This is an optimization exercise on Yosys and OpenROAD, whose aim is small area and a short achievable clock period, not a production implementation.
No run shown here included a check of the RTL's function; only the layout flow was run.
Power figures rest on the tool's default switching activity, not on a simulated workload.

## flow/design.v (module list and top-level ports; edited modules follow where they fit)
// module adder_tree45: 3998 lines
module adder_tree45 (
    input  logic          i_clk,
    input  logic          i_ena,
    input  logic [719:0]  i_data,
    input  logic [44:0]   i_input_enable,
    output logic [21:0]   o_data
);
  // ...
==> flow/run.sh <==
#!/bin/bash
# synth_recipe.tcl (not shown) runs the flow's synth.tcl, then flattens the netlist and writes it again
# the make line also repeats each setting of config.mk as NAME=value (left out here)
make -C /OpenROAD-flow-scripts/flow DESIGN_CONFIG=/design/flow/config.mk WORK_HOME=/design/flow/orfs CLKGATE_MAP_FILE= SYNTH_SCRIPT=/design/flow/synth_recipe.tcl finish
==> flow/config.mk <==
export PLATFORM = sky130hd
export DESIGN_NAME = adder_tree45
export DESIGN_NICKNAME = adder_tree45
export VERILOG_FILES = /design/flow/design.v
export SDC_FILE = /design/flow/constraint.sdc
export NUM_CORES = 4
export LEC_CHECK = 0
export CAP_MARGIN = 20
export CORE_MARGIN = 2
export CORE_UTILIZATION = 40
export SLEW_MARGIN = 20
==> flow/constraint.sdc <==
create_clock -name core_clock -period 5.5 [get_ports {i_clk}]
set_input_delay 1.1000 -clock core_clock [delete_from_list [all_inputs] [get_ports {i_clk}]]
set_output_delay 1.1000 -clock core_clock [all_outputs]
set_load 0.01 [all_outputs]
==> impl_metrics.py, run 1 <==
metrics = {
    "floorplan": {
        "die_h_um": 269,
        "initial_core_util_pct": 40.2,
    },
    "sta": {
        "tightest_slew_ps": 1070,
        "hold_viol": 0,
        "drv_slew": 0,
        "fin_crit_sh_pct": 81.1,
    },
    "detailed_routing": {
        "drt-met1-wl_um": 52000,
        "avgViaCountPerCell": 4.96,
        "met3_length_um": 11300,
        "wl_met2_um": 61200,
    },
    "worst_hold_path": {
        "min_to": "r3_o1",
        "hp-start": "r2_c1_0",
    },
    "synth": {
        "synth_area_leaders": "fa_1, edfxtp_1, and2_1",
        "synthArstFlopShare_pct": 0,
        "yosys.cell_count.top_type": "fa_1",
    },
    "setup_path": {
        "r2r-start": "r1_c8_4",
        "worst_path_most_repeated_cell": "fa_1",
        "reg2reg_to": "r2_c9_1",
    },
    "global_route": {
        "grt_overflow": 0,
        "grt_use_total_pct": 36.1,
        "grtUsageMet2_pct": 58.9,
    },
    "layout": {
        "buf_share_pct": 21.8,
        "multi_input_area_share_pct": 49.4,
        "n_all_inverters": 604,
        "seq_cell_count": 219,
        "drive_above_1_share_pct": 3.20,
        "seq-cell-share_pct": 17.2,
    },
    "pwr": {
        "p_seq_share_pct": 23.7,
        "powerDensity_nw_per_um2": 454,
    },
    "clocking": {
        "cts_buffers": 26,
        "clkLatencyLatePin_ps": 550,
    },
    "status": {
        "status": "no timing/DRC/antenna violations",
    },
    "placement": {
        "place_ws_ps": 516,
    },
    "flow_run": {
        "timing.max_cap.violations": 0,
    },
}
==> run 2: changes to the inputs <==
==> flow/flow/run.sh (new file) <==
#!/bin/bash
# Own layout flow: the standard synthesis, then a netlist pass that removes the
# inverters Yosys's full-adder extraction leaves between full adders (full adders
# are self-dual, so each can work on true or complemented signals), then the standard flow's
# standard layout from floorplan on. Ports are buffered with buf_1 cells.
set -euo pipefail
W=$PWD
R=$W/orfs/results/${FLOW_PLATFORM:-sky130hd}/adder_tree45/base
export BUFFER_PORTS_ARGS="-buffer_cell sky130_fd_sc_hd__buf_1"
bash standard.sh "$R/1_2_yosys.v" > "$W/synth.log" 2>&1
cp "$R/1_2_yosys.v" "$W/1_2_yosys_standard.v"
python3 flow/fixinv.py "$W/1_2_yosys_standard.v" "$R/1_2_yosys.v" > "$W/fixinv.log" 2>&1
bash standard.sh > "$W/layout.log" 2>&1
==> flow/flow/fixinv.py (new file) <==
#!/usr/bin/env python3
"""Remove inverters around full adders in a flat sky130hd netlist from Yosys.

A full adder is self-dual: FA(~a,~b,~c) = (~sum, ~cout). Yosys's extract_fa leaves
inverters between full adders; this pass chooses, for every full adder, whether it
computes on true or complemented signals (and, for some gates, the gate or its
complement: and2<->nand2, or2<->nor2, xor2<->xnor2), so that as few inverters as
possible remain. The logic function of every register input and output port is kept.

usage: fixinv.py IN.v OUT.v
"""
import re, sys, random, collections

src = open(sys.argv[1]).read()
OUTPINS = {'X', 'Y', 'Q', 'Q_N', 'SUM', 'COUT', 'HI', 'LO'}
P = 'sky130_fd_sc_hd__'
COMPL = {'and2_1': 'nand2_1', 'nand2_1': 'and2_1', 'or2_1': 'nor2_1', 'nor2_1': 'or2_1',
         'xor2_1': 'xnor2_1', 'xnor2_1': 'xor2_1', 'and3_1': 'nand3_1', 'nand3_1': 'and3_1',
         'or3_1': 'nor3_1', 'nor3_1': 'or3_1'}
AREA = {'and2_1': 6.256, 'nand2_1': 3.7536, 'or2_1': 6.256, 'nor2_1': 3.7536, 'xor2_1': 8.7584,
        'xnor2_1': 8.7584, 'and3_1': 6.256, 'nand3_1': 5.0048, 'or3_1': 6.256, 'nor3_1': 5.0048}
INV_AREA = 3.7536

m = re.search(r'^\s*module\s+(\w+)', src, re.M)
body_start = src.index(';', m.end()) + 1
end = src.rindex('endmodule')
body = src[body_start:end]

# statements of the module body
stmts = [s.strip() for s in body.split(';') if s.strip()]
decls, cells = [], []
cell_re = re.compile(r'^(\S+)\s+(\\\S+\s|\S+)\s*\((.*)\)$', re.S)
ports_out = set()
ports_in = set()
for s in stmts:
    w = s.split(None, 1)[0]
    if w in ('wire', 'input', 'output', 'inout', 'reg'):
        decls.append(s)
        if w in ('input', 'output'):
            mm = re.match(r'(input|output)\s*(\[(\d+):(\d+)\])?\s*(\S+)', s)
            names = []
            if mm.group(2):
                hi, lo = int(mm.group(3)), int(mm.group(4))
                for k in range(min(hi, lo), max(hi, lo) + 1):
                    names.append('%s[%d]' % (mm.group(5), k))
            else:
                names.append(mm.group(5))
            (ports_out if w == 'output' else ports_in).update(names)
        continue
    if w == 'assign':
        sys.exit('assign statements are not handled: ' + s[:80])
    mc = cell_re.match(s)
    if not mc:
        sys.exit('cannot parse: ' + s[:120])
    typ, name, pins = mc.group(1), mc.group(2).strip(), mc.group(3)
    conns = [(p, n.strip()) for p, n in re.findall(r'\.(\w+)\(\s*([^()]*?)\s*\)', pins)]
    cells.append([typ, name, conns])

def short(t):
    return t[len(P):] if t.startswith(P) else t

def is_inv(c):
    return short(c[0]).startswith('inv_')

def is_fa(c):
    return short(c[0]).startswith('fa_')

def is_net(n):
    return n and not re.match(r"^\d+'[bh]", n)

driver = {}
for ci, c in enumerate(cells):
    for p, n in c[2]:
        if p in OUTPINS and is_net(n):
            driver[n] = (ci, p)

# inverters that can be absorbed: output not a port
alias = {}   # net -> input net (net == ~input)
absorbed = set()
for ci, c in enumerate(cells):
    if is_inv(c):
        d = dict(c[2])
        if d['Y'] not in ports_out and is_net(d['A']):
            alias[d['Y']] = d['A']
            absorbed.add(ci)

def root(n):
    q = 0
    while n in alias:
        n = alias[n]; q ^= 1
    return n, q

# loads: (cell index, pin index, root, parity)
loads = collections.defaultdict(list)
for ci, c in enumerate(cells):
    if ci in absorbed:
        continue
    for pi, (p, n) in enumerate(c[2]):
        if p in OUTPINS or not is_net(n):
            continue
        r, q = root(n)
        loads[r].append((ci, pi, q))
roots = set(loads.keys())
for n in ports_out:
    r, q = root(n)
    if n in alias:
        sys.exit('absorbed inverter drives port')

# variables
var_of_cell = {}
nvars = 0
locked = set()
for ci, c in enumerate(cells):
    if ci in absorbed:
        continue
    if is_fa(c) or short(c[0]) in COMPL:
        var_of_cell[ci] = nvars; nvars += 1
        for p, n in c[2]:
            if p in OUTPINS and n in ports_out:
                locked.add(nvars - 1)
val = [0] * nvars
# the value a root net carries physically: root XOR avail
def avail(r):
    d = driver.get(r)
    if d is None:
        return 0
    v = var_of_cell.get(d[0])
    return val[v] if v is not None else 0

def need(ci, q):
    v = var_of_cell.get(ci)
    if v is not None and is_fa(cells[v and ci or ci]):
        return q ^ val[v]
    return q

def root_cost(r):
    a = avail(r)
    for ci, pi, q in loads.get(r, ()):
        if need(ci, q) != a:
            return INV_AREA
    return 0.0

def cell_cost(ci):
    c = cells[ci]; t = short(c[0])
    if t in COMPL:
        return AREA[COMPL[t]] if val[var_of_cell[ci]] else AREA[t]
    return 0.0

# roots touched by each variable: its output roots and its input roots
touch = collections.defaultdict(set)
for ci, v in var_of_cell.items():
    for p, n in cells[ci][2]:
        if not is_net(n):
            continue
        if p in OUTPINS:
            touch[v].add(n)
        elif is_fa(cells[ci]):
            touch[v].add(root(n)[0])

def total():
    return sum(root_cost(r) for r in roots) + sum(cell_cost(ci) for ci in var_of_cell)

cell_of_var = {v: ci for ci, v in var_of_cell.items()}
def local(v):
    return sum(root_cost(r) for r in touch[v]) + cell_cost(cell_of_var[v])

before = total()
# Parity union-find: satisfy as many edge constraints (no inverter) as possible,
# heaviest first; node 'G' stands for every fixed-polarity pin.
parent = {}; par = {}
def find(x):
    if x not in parent:
        parent[x] = x; par[x] = 0
    if parent[x] == x:
        return x, 0
    r, p = find(parent[x])
    parent[x] = r; par[x] ^= p
    return r, par[x]
def union(a, b, q):
    (ra, pa), (rb, pb) = find(a), find(b)
    if ra == rb:
        return (pa ^ pb) == q
    if rb == 'G':
        ra, rb, pa, pb = rb, ra, pb, pa
    parent[rb] = ra; par[rb] = pa ^ pb ^ q
    return True
edges = []
def node(ci):
    v = var_of_cell.get(ci)
    return v if v is not None else 'G'
for r in roots:
    d = driver.get(r)
    src_node = node(d[0]) if d else 'G'
    for ci, pi, q in loads[r]:
        dst = var_of_cell.get(ci)
        dst_node = dst if (dst is not None and is_fa(cells[ci])) else 'G'
        if src_node == 'G' and dst_node == 'G':
            continue
        edges.append((INV_AREA / max(1, len(loads[r])), src_node, dst_node, q))
for ci, v in var_of_cell.items():
    t = short(cells[ci][0])
    if t in COMPL:
        w = AREA[t] - AREA[COMPL[t]]
        edges.append((abs(w), v, 'G', 1 if w > 0 else 0))
    if v in locked:
        edges.append((1e9, v, 'G', 0))
edges.sort(key=lambda e: -e[0])
for w, a, b, q in edges:
    union(a, b, q)
for v in range(nvars):
    val[v] = find(v)[1] ^ find('G')[1] if find(v)[0] == find('G')[0] else find(v)[1]
mid = total()
pass
rng = random.Random(1)
order = list(range(nvars))
best = before
for it in range(50):
    rng.shuffle(order)
    improved = False
    for v in order:
        if v in locked:
            continue
        c0 = local(v)
        val[v] ^= 1
        c1 = local(v)
        if c1 < c0 - 1e-9:
            improved = True
        else:
            val[v] ^= 1
    if not improved:
        break
after = total()

# rewrite
new_cells = []
new_wires = []
inv_net = {}
k = 0
def phys(r, t):
    """net carrying root r with polarity t"""
    global k
    if t == avail(r):
        return r
    if r not in inv_net:
        k += 1
        nn = '_fxinvn%d_' % k
        new_wires.append(nn)
        new_cells.append([P + 'inv_1', '_fxinv_%d_' % k, [('A', r), ('Y', nn)]])
        inv_net[r] = nn
    return inv_net[r]

out_cells = []
for ci, c in enumerate(cells):
    if ci in absorbed:
        continue
    typ = c[0]
    v = var_of_cell.get(ci)
    if v is not None and short(typ) in COMPL and val[v]:
        typ = P + COMPL[short(typ)]
    swapped = typ != c[0]
    conns = []
    for pi, (p, n) in enumerate(c[2]):
        if p in OUTPINS or not is_net(n):
            if swapped and p in ('X', 'Y'):
                p = 'Y' if p == 'X' else 'X'
            conns.append((p, n)); continue
        r, q = root(n)
        t = q ^ val[v] if (v is not None and is_fa(c)) else q
        conns.append((p, phys(r, t)))
    out_cells.append([typ, c[1], conns])
out_cells += new_cells

# physical nets of flipped drivers keep their names; they now carry the complement,
# which is accounted for above via avail(). Write the netlist.
o = [src[:body_start]]
for d in decls:
    o.append('  %s;' % d)
for w in new_wires:
    o.append('  wire %s;' % w)
for typ, name, conns in out_cells:
    nm = name if not name.startswith('\\') else name + ' '
    o.append('  %s %s (\n%s\n  );' % (typ, nm, ',\n'.join('    .%s(%s)' % (p, n) for p, n in conns)))
o.append('endmodule\n')
open(sys.argv[2], 'w').write('\n'.join(o))
ninv_before = sum(1 for c in cells if is_inv(c))
ninv_after = sum(1 for c in out_cells if short(c[0]).startswith('inv_'))
print('fixinv: inverters %d -> %d, cost %.1f -> %.1f, flipped %d of %d' %
      (ninv_before, ninv_after, before, after, sum(val), nvars), file=sys.stderr)
==> flow/standard.sh (new file) <==
#!/bin/bash
# synth_recipe.tcl (not shown) runs the flow's synth.tcl, then flattens the netlist and writes it again
# the make line also repeats each setting of config.mk as NAME=value (left out here)
make -C /OpenROAD-flow-scripts/flow DESIGN_CONFIG=/design/flow/config.mk WORK_HOME=/design/flow/orfs CLKGATE_MAP_FILE= SYNTH_SCRIPT=/design/flow/synth_recipe.tcl "${@:-finish}"
removed: flow/run.sh
==> run 2 against run 1 <==
Effect of this change:
- sequential power about the same
- synthesized area decreased by 11%
- via count decreased by 6.4%
- fmax increased by 7.1%
- flip-flop and latch count unchanged
- synthesized cell count decreased by 22%
- worst hold slack got worse by 91 ps
- final area decreased by 22%
- register-to-register slack improved by 170 ps
- cell count decreased by 16%
- setup slack improved by 300 ps
- first-iteration DRC count increased by 8.8%
- critical path type unchanged
- largest cell class unchanged
==> impl_metrics.py, run 2 <==
metrics = {
    "floorplan": {
        "die_w_um": 254,
        "design.core.area_um2": 61700,
        "die-area_um2": 64500,
        "fp-row-count": 91,
        "die_h_um": 254,
        "ios": 789,
        "initial_core_util_pct": 40.5,
    },
    "sta": {
        "drv_slew": 0,
        "fin_skew_ps": 14.6,
        "period_needed_ps": 4170,
        "setup_tns_ps": 0,
        "fmax_ghz": 0.240,
        "fin_crit_sh_pct": 75.8,
        "whs_ps": 424,
        "rsz0062_at_grt": "no",
        "hold_viol": 0,
        "setup_viol": 0,
        "slew_headroom_pct": 29.6,
        "tightest_slew_ps": 1060,
    },
    "setup_path": {
        "worst_path_most_repeated_cell": "fa_1",
        "path_max_fanout": 16,
        "crit_required_ps": 5770,
        "cp_slowest_cell": "fa_1",
        "crit_chain": "clkbuf_2 -> nand2_1 -> fa_1 -> fa_1 -> fa_1 -> fa_1",
        "critPathTopFamily": "adder cells",
        "startpoint_type": "input pin",
        "worstSetupPathType": "input pin to flop",
        "critPathArrivalTime_ps": 4440,
        "cp-end-kind": "flop",
        "cp_num_buf_inv": 1,
        "slowest_delay_ps": 810,
    },
    "detailed_routing": {
        "avgViaCountPerCell": 5.54,
        "drt_iter0_markers": 2083,
        "wl_um": 124000,
        "avgRoutedWirePerCell_um": 35.1,
        "num_vias": 19600,
        "postRouteAntennaNets": 0,
        "post-route-drc-count": 0,
        "first_pass_iters": 5,
    },
    "pwr": {
        "vdd_drop_max_mv": 0.497,
        "power.leakage_nw": 10.3,
        "powerDensity_nw_per_um2": 538,
    },
    "synth": {
        "avgSynthCellArea_um2": 13.2,
        "syn_inst": 1893,
        "synth_area_um2": 25000,
        "syn_nets": 3379,
        "ys_warn_count": 1,
    },
    "clocking": {
        "clk_pin_slew_ps": 60,
        "cts_hold_buffers": 0,
        "cts_max_path_buffers": 3,
        "htreeDepth": 1,
        "cts_buffers": 27,
        "cts.sinks": 219,
        "cts_setup_buffers": 0,
        "clockRootBuffer": "clkbuf_16",
        "clkLatencyLatePin_ps": 540,
        "cts_resized": 0,
        "tritoncts": "done",
    },
    "global_route": {
        "grt_max_degree": 137,
        "grt_use_total_pct": 39.0,
        "grt_pass1_wl_um": 166000,
        "grt_pass1_vias": 22000,
        "antenna_found_initial": 20,
        "grt_overflow": 0,
    },
    "layout": {
        "layout_common_cells": "buf_1, fa_1, nand2_1",
        "fill_cells": 5823,
        "area_delta_synth_final_pct": 18.7,
        "final_common_cell": "buf_1",
        "post-route-util_pct": 48.1,
        "final_nets": 4151,
        "drive_above_1_share_pct": 3.73,
    },
    "placement": {
        "place_hpwl_um": 101000,
        "place.port_buffers": 788,
        "place.gp.congestion": 1.05,
    },
    "flow_run": {
        "timing.max_cap.violations": 0,
    },
    "status": {
        "status": "no timing/DRC/antenna violations",
    },
    "worst_hold_path": {
        "hp-class": "flop to flop",
    },
}
==> run 2: worst paths after layout <==
| check | from | end | slack [ps] | cells after the start |
|---|---|---|---|---|
| worst max-delay path | i_input_enable[17] | r1_c11_7 | 1330 | 6 |
| worst min-delay path | r1_c0_0 | r2_c0_0 | 420 | 0 |
| worst max register to register | r1_c8_3 | r2_c9_1 | 2270 | 5 |
| worst min register to register | r1_c0_0 | r2_c0_0 | 420 | 0 |
==> run 2: where the power goes <==
group,internal [mW],switching (mW)
Sequential,3.73,0.382
Clock,0.895,0.688
Combinational,4.43,5.82
==> run 2: cell type report <==
cell class / count / area, µm² / share of cell area, %
clock buffers: 37 / 713 / 2.40
well taps: 837 / 1050 / 3.53
inverters: 62 / 233 / 0.785
clock inverters: 9 / 40.0 / 0.135
multi-input cells: 1539 / 17800 / 60.0
diodes: 14 / 35.0 / 0.118
repair buffers: 816 / 3230 / 10.9
flip-flops and latches: 219 / 6580 / 22.2
==> run 2: layer usage <==
| metal | part of all wire, % | GRT usage [%] |
|---|---|---|
| met5 | 0.20 | 1.08 |
| met4 | 6.8 | 22.0 |
| met3 | 10 | 10.1 |
| met2 | 46 | 60.7 |
| met1 | 37 | 49.7 |
==> run 2: metrics by stage <==
step | instance area (µm²) | setup slack [ps] | total power [mW] | cells
detailed placement | 28900 | 876 | 14.4 | 3473
CTS | 29600 | 1430 | 16.1 | 3519
global route | 29600 | 1340 | 17.6 | 3528
finish | 29700 | 1330 | 15.9 | 3533
global placement | 28900 | 914 | 14.2 | 3473
floorplan | 25000 | 1760 | 10.6 | 1893
==> run 2: worst reg2reg max path: stages (launching register included) <==
cell and delay (ps):
edfxtp_1 420, fa_1 550, fa_1 460, fa_1 530, fa_1 540, fa_1 470
==> run 3: changes to the inputs <==
--- a/flow/flow/fixinv.py
+++ b/flow/flow/fixinv.py
@@ -101,5 +101,5 @@
         r, q = root(n)
         loads[r].append((ci, pi, q))
-roots = set(loads.keys())
+roots = sorted(loads.keys())
 for n in ports_out:
     r, q = root(n)
@@ -189,5 +189,5 @@
     v = var_of_cell.get(ci)
     return v if v is not None else 'G'
-for r in roots:
+for r in sorted(roots):
     d = driver.get(r)
     src_node = node(d[0]) if d else 'G'
@@ -205,9 +205,21 @@
     if v in locked:
         edges.append((1e9, v, 'G', 0))
-edges.sort(key=lambda e: -e[0])
+# 1) join full adders along their connections; 2) give each joined group the
+# polarity that its fixed-polarity neighbours (registers, gates, ports) prefer.
+gedges = []
 for w, a, b, q in edges:
-    union(a, b, q)
+    if a == 'G' or b == 'G':
+        gedges.append((w, b if a == 'G' else a, q))
+    else:
+        union(a, b, q)
+comp_cost = collections.defaultdict(lambda: [0.0, 0.0])
+for w, v, q in gedges:
+    r, p = find(v)
+    comp_cost[r][p ^ q ^ 1] += w
 for v in range(nvars):
-    val[v] = find(v)[1] ^ find('G')[1] if find(v)[0] == find('G')[0] else find(v)[1]
+    r, p = find(v)
+    cc = comp_cost[r]
+    flip = 0 if cc[0] <= cc[1] else 1
+    val[v] = p ^ flip
 mid = total()
 pass
--- a/flow/config.mk
+++ b/flow/config.mk
@@ -9,3 +9,4 @@
 export CORE_MARGIN = 2
 export CORE_UTILIZATION = 40
+export SETUP_SLACK_MARGIN = 1.5
 export SLEW_MARGIN = 20
==> run 3 against run 2 <==
Effect of this change:
- total power about the same
- synthesized cell count down 2.3%
- routed wire length fell by 5.7%
- still clean on timing, DRC and antenna
- final area is 1.3% lower
- count of clock-buffer cells in the layout decreased by 8
- sequential power is 1% higher
- combinational power barely moved
- fmax up 3.1%
==> impl_metrics.py, run 3 <==
metrics = {
    "floorplan": {
        "fp-row-count": 90,
        "die_w_um": 252,
        "ios": 789,
        "design.core.area_um2": 60600,
        "die_h_um": 252,
        "die-area_um2": 63600,
        "initial_core_util_pct": 40.7,
    },
    "sta": {
        "setup_tns_ps": 0,
        "period_needed_ps": 4040,
        "slew_headroom_pct": 28.9,
        "drv_slew": 0,
        "fin_crit_sh_pct": 73.5,
        "rsz0062_at_grt": "no",
        "tightest_slew_ps": 1070,
        "setup_viol": 0,
        "fmax_ghz": 0.247,
        "hold_viol": 0,
        "fin_skew_ps": 20.6,
    },
    "clocking": {
        "tritoncts": "done",
        "cts_max_path_buffers": 3,
        "htreeDepth": 1,
        "cts_hold_buffers": 0,
        "clkLatencyLatePin_ps": 540,
        "cts_resized": 0,
        "cts_buffers": 26,
        "cts_setup_buffers": 0,
        "clockRootBuffer": "clkbuf_16",
        "clk_pin_slew_ps": 60,
        "cts.sinks": 219,
    },
    "detailed_routing": {
        "first_pass_iters": 7,
        "wl_um": 117000,
        "post-route-drc-count": 0,
        "avgViaCountPerCell": 5.53,
        "drt_iter0_markers": 1780,
        "avgRoutedWirePerCell_um": 34.2,
        "postRouteAntennaNets": 0,
        "num_vias": 19000,
    },
    "pwr": {
        "vdd_drop_max_mv": 0.479,
        "power.share.clock_pct": 10.3,
        "comb_power_share_pct": 63.6,
        "p_sw_share_pct": 42.7,
        "p_int_mw": 9.13,
        "power.leakage_nw": 9.85,
        "p_seq_share_pct": 26.1,
        "powerDensity_nw_per_um2": 545,
        "power_switching_mw": 6.80,
    },
    "layout": {
        "final_common_cell": "buf_1",
        "fill_cells": 5583,
        "stdcell_count": 3426,
        "drive_above_1_share_pct": 3.88,
        "multi_input_area_um2": 17600,
        "register_area_um2": 6580,
        "area_delta_synth_final_pct": 18.8,
        "final_nets": 4099,
        "layout_common_cells": "buf_1, fa_1, nand2_1",
    },
    "setup_path": {
        "cp-end-kind": "flop",
        "startpoint_type": "input pin",
        "r2r_cells": 5,
        "r2r-start": "r1_c9_3",
        "worstSetupStartpoint": "i_input_enable[37]",
        "path_max_fanout": 16,
        "worstSetupPathType": "input pin to flop",
        "crit_end": "r1_c5_8",
        "crit_required_ps": 5770,
        "reg2reg_to": "r2_c10_1",
        "reg2reg_slack_ps": 2250,
        "critPathArrivalTime_ps": 4310,
    },
    "status": {
        "status": "no timing/DRC/antenna violations",
    },
    "synth": {
        "ys_warn_count": 1,
        "avgSynthCellArea_um2": 13.3,
        "syn_nets": 3335,
        "synth_area_um2": 24600,
        "syn_inst": 1849,
    },
    "global_route": {
        "grt_pass1_vias": 21400,
        "grt_overflow": 0,
        "grt_use_total_pct": 37.4,
        "antenna_found_initial": 13,
        "grt_pass1_wl_um": 160000,
        "grt_max_degree": 99,
    },
    "placement": {
        "place.port_buffers": 788,
        "place.gp.congestion": 1.00,
        "dp_cells": 3367,
        "place_hpwl_um": 96800,
    },
    "worst_hold_path": {
        "hp-class": "flop to flop",
        "holdPathStages": 0,
    },
    "flow_run": {
        "timing.max_cap.violations": 0,
    },
}
## run 3: cell count changes in the layout (fill, tap and decap cells not counted), sizes merged
cell,change
clkbuf,-4
clkinv,+2
bufinv,+2
diode,+1
buf,-11
and2,-68
nand2,+68
inv,-44
clkinvlp,+2
## run 3: routing by layer
metal / part of all wire (%) / vias to the layer above / GRT usage (%)
li1: - / 7388 / -
met1: 37 / 9998 / 47.0
met2: 48 / 1265 / 61.2
met3: 9.2 / 304 / 8.83
met4: 6.2 / 6 / 18.5
met5: 0.033 / - / 0
## run 3: power groups by stage
stage	registers (mW)	clock network (mW)	logic [mW]
finish	4.15	1.65	10.1
floorplan	4.00	0	6.60
global placement	4.18	0	10.0
detailed placement	4.19	0	10.2
global route	4.24	1.74	11.6
CTS	4.17	1.69	10.4
## run 3: through the flow
stage / setup slack, ps / power [mW] / hold slack, ps / area [µm²] / util (%)
after floorplan: 1790 / 10.6 / 400 / 24600 / -
after global placement: 1000 / 14.2 / 444 / 28400 / 46.9
after CTS: 1580 / 16.2 / 443 / 29200 / 48.2
after global routing: 1540 / 17.5 / 460 / 29200 / 48.3
final: 1460 / 15.9 / 440 / 29300 / 48.3
after detailed placement: 1020 / 14.4 / 411 / 28400 / 46.9
## run 3: how the worst min path moves through the flow
stage | start | end | slack, ps
2_1_floorplan | r1_c0_0 | r2_c0_0 | 400
6_report | r1_c0_0 | r2_c0_0 | 440
5_1_grt | r1_c0_0 | r2_c0_0 | 460
4_1_cts | r1_c0_0 | r2_c0_0 | 440
3_3_place_gp | r1_c0_0 | r2_c0_0 | 440
3_5_place_dp | r1_c0_0 | r2_c0_0 | 410
## run 3: final cells by class
cell class,count,share of cell area (%)
multi-input cells,1539,60.2
flip-flops and latches,219,22.5
repair buffers,809,10.9
well taps,782,3.34
clock buffers,29,2.26
clock inverters,15,0.466
inverters,18,0.231
diodes,15,0.128
## run 3: critical path, cell delays in order
cell      delay [ps]
clkbuf_2         720
nand2_1          310
fa_1             620
fa_1             440
fa_1             590
fa_1             520
==> run 4: changes to the inputs <==
--- a/flow/config.mk
+++ b/flow/config.mk
@@ -9,4 +9,4 @@
 export CORE_MARGIN = 2
 export CORE_UTILIZATION = 40
-export SETUP_SLACK_MARGIN = 1.5
+export SETUP_SLACK_MARGIN = 2.5
 export SLEW_MARGIN = 20
==> run 4 against run 3 <==
Effect of this change:
- still clean
- via count is 11% higher
- register-to-register slack better by 250 ps
- count of clock-buffer cells in the layout is 2 lower
==> impl_metrics.py, run 4 <==
metrics = {
    "status": {
        "status": "no timing/DRC/antenna violations",
    },
    "pwr": {
        "powerDensity_nw_per_um2": 492,
        "power.share.clock_pct": 10.1,
        "p_int_mw": 10.1,
        "power_switching_mw": 7.36,
        "comb_power_share_pct": 65.9,
        "vdd_drop_max_mv": 0.534,
        "p_seq_share_pct": 24.0,
        "power.leakage_nw": 12.1,
        "p_sw_share_pct": 42.2,
    },
    "setup_path": {
        "reg2reg_to": "r2_c14_1",
        "worstSetupStartpoint": "i_input_enable[36]",
        "r2r-start": "r1_c13_1",
        "cp_num_cells": 9,
        "critPathTopFamily": "adder cells",
        "crit_chain": "buf_12 -> buf_16 -> buf_12 -> buf_6 -> nand2_4 -> fa_2 -> fa_2 -> fa_2 -> fa_2",
        "crit_required_ps": 5790,
        "worst_path_most_repeated_cell": "fa_2",
        "worstSetupPathType": "input pin to flop",
        "path_max_fanout": 7,
        "startpoint_type": "input pin",
        "slowest_delay_ps": 570,
        "cp_num_buf_inv": 4,
        "cp_slowest_cell": "fa_2",
        "crit_end": "r1_c4_7",
        "cp-end-kind": "flop",
        "critPathArrivalTime_ps": 3590,
        "r2r_cells": 5,
        "reg2reg_slack_ps": 2500,
    },
    "detailed_routing": {
        "post-route-drc-count": 0,
        "postRouteAntennaNets": 0,
        "avgRoutedWirePerCell_um": 38.9,
        "drt_iter0_markers": 2422,
        "first_pass_iters": 8,
        "avgViaCountPerCell": 5.84,
        "num_vias": 21000,
        "wl_um": 140000,
    },
    "clocking": {
        "tritoncts": "done",
        "cts.sinks": 219,
        "cts_max_path_buffers": 3,
        "clk_pin_slew_ps": 60,
        "cts_buffers": 26,
        "clockRootBuffer": "clkbuf_16",
        "clkLatencyLatePin_ps": 550,
        "htreeDepth": 1,
    },
    "global_route": {
        "grt_use_total_pct": 43.5,
        "antenna_found_initial": 9,
        "grt_pass1_wl_um": 182000,
        "grt_overflow": 0,
        "grt_max_degree": 83,
        "grt_pass1_vias": 22900,
    },
    "synth": {
        "syn_nets": 3335,
        "syn_inst": 1849,
        "avgSynthCellArea_um2": 13.3,
        "ys_warn_count": 1,
        "synth_area_um2": 24600,
    },
    "layout": {
        "area_delta_synth_final_pct": 43.8,
        "final_common_cell": "buf_1",
        "drive_above_1_share_pct": 38.7,
        "stdcell_area_um2": 35400,
        "layout_common_cells": "buf_1, fa_2, nand2_1",
        "final_nets": 4275,
    },
    "placement": {
        "place.gp.congestion": 0.990,
        "place.port_buffers": 788,
        "placed_area_um2": 30200,
        "place_hpwl_um": 103000,
    },
    "sta": {
        "rsz0062_at_grt": "yes",
        "setup_viol": 0,
        "setup_tns_ps": 0,
        "hold_viol": 0,
        "fin_skew_ps": 18.5,
        "period_needed_ps": 3300,
        "tightest_slew_ps": 1050,
        "fin_crit_sh_pct": 59.9,
        "fmax_ghz": 0.303,
        "drv_slew": 0,
        "slew_headroom_pct": 29.8,
    },
    "floorplan": {
        "design.core.area_um2": 60600,
        "die-area_um2": 63600,
        "ios": 789,
        "die_h_um": 252,
        "initial_core_util_pct": 40.7,
        "fp-row-count": 90,
        "die_w_um": 252,
    },
    "flow_run": {
        "timing.max_cap.violations": 0,
    },
    "worst_hold_path": {
        "hp-class": "flop to flop",
        "holdPathStages": 0,
    },
}
run 4: cell count changes in the layout (fill, tap and decap cells not counted), moves of 18 or more:
cell,previous run,this run
buf_16,0,18
clkbuf_16,26,62
buf_6,0,35
nand2_4,0,109
fa_1,683,158
nand2_1,681,435
fa_2,0,525
clkbuf_2,37,0
buf_4,19,57
nand2_2,0,137
buf_12,2,70
run 4: worst min-delay path by stage:
stage	from	end	slack, ps
finish	r1_c0_0	r2_c0_0	460
CTS	r1_c0_0	r2_c0_0	460
floorplan	r1_c0_0	r2_c0_0	400
global route	r1_c0_0	r2_c0_0	470
global placement	r1_c0_0	r2_c0_0	470
detailed placement	r1_c0_0	r2_c0_0	450
run 4: metal layers:
| layer | vias to the layer above | routed length, µm | global-route usage, % |
|---|---|---|---|
| li1 | 7770 | - | - |
| met1 | 11100 | 49600 | 55.2 |
| met2 | 1716 | 62800 | 66.9 |
| met3 | 467 | 16100 | 11.6 |
| met4 | 2 | 11500 | 26.9 |
| met5 | - | 14 | 0 |
run 4: power groups by stage:
| stage | combinational, mW | clock, mW | sequential (mW) |
|---|---|---|---|
| global placement | 10.4 | 0 | 4.18 |
| CTS | 11.3 | 1.77 | 4.18 |
| detailed placement | 10.8 | 0 | 4.19 |
| floorplan | 6.93 | 0 | 4.00 |
| global route | 12.6 | 1.84 | 4.24 |
| finish | 11.5 | 1.76 | 4.18 |
run 4: worst register-to-register path: cells and delay by family (launching register included):
kind	cells	cell delay, ps
fa+ha+maj	5	2320
flops	1	410
run 4: layout make-up:
cell class | count | area [µm²]
repair buffers | 985 | 6800
well taps | 782 | 978
diodes | 9 | 22.5
clock inverters | 21 | 213
fillers | 4949 | 25100
inverters | 18 | 67.6
multi-input cells | 1539 | 20100
flip-flops and latches | 219 | 6580
clock buffers | 27 | 654
run 4: metrics by stage:
stage,hold slack (ps),util (%),setup slack (ps),cells,power (mW)
after global placement,466,49.8,962,3383,14.6
after detailed placement,448,49.8,984,3383,15.0
after global routing,468,58.5,2220,3598,18.7
final,461,58.5,2200,3600,17.4
after CTS,464,57.2,2210,3552,17.2
after floorplan,400,-,1980,1849,10.9
run 4: timing repair:
item,CTS,global route
setup buffers,98,36
resized for setup,530,105
pin swaps,277,179
cloned,23,3
hold buffers,0,0
endpoints found under the setup margin,178,109

## re-timing with driven ports
How much do the figures lean on ideal ports? The routed layouts below were timed once more, with nothing changed but the port constraints.
Step 1 assumes that a clkbuf_16 drives the clock port and a buf_2 every other input.
Step 2 times the ports against the registers' clock, not the clock port: input delays grow and output delays shrink by t, the midpoint of the rising clock arrivals with the driver on.
a / b / c = ideal / step 1 / step 2; a / b = the first two.
run	t, ns	slack for setup (ns)	latest minus earliest clock arrival (ns)	slew at the worst register clock pin (ns)	pins driven straight from the clock port
run 1	0.610	1.037 / 1.083 / 0.473	0.015 / 0.014	0.07 / 0.07	1
run 2	0.599	1.333 / 1.377 / 0.778	0.018 / 0.018	0.06 / 0.06	1
run 3	0.602	1.459 / 1.502 / 0.900	0.023 / 0.022	0.06 / 0.06	1
run 4	0.591	2.203 / 2.095 / 1.504	0.020 / 0.020	0.06 / 0.06	1
After both steps setup and hold are still met in every run listed. For run 4, which loses most, drivers alone change the setup slack by -0.108 ns; drivers and shift together by -0.699 ns.
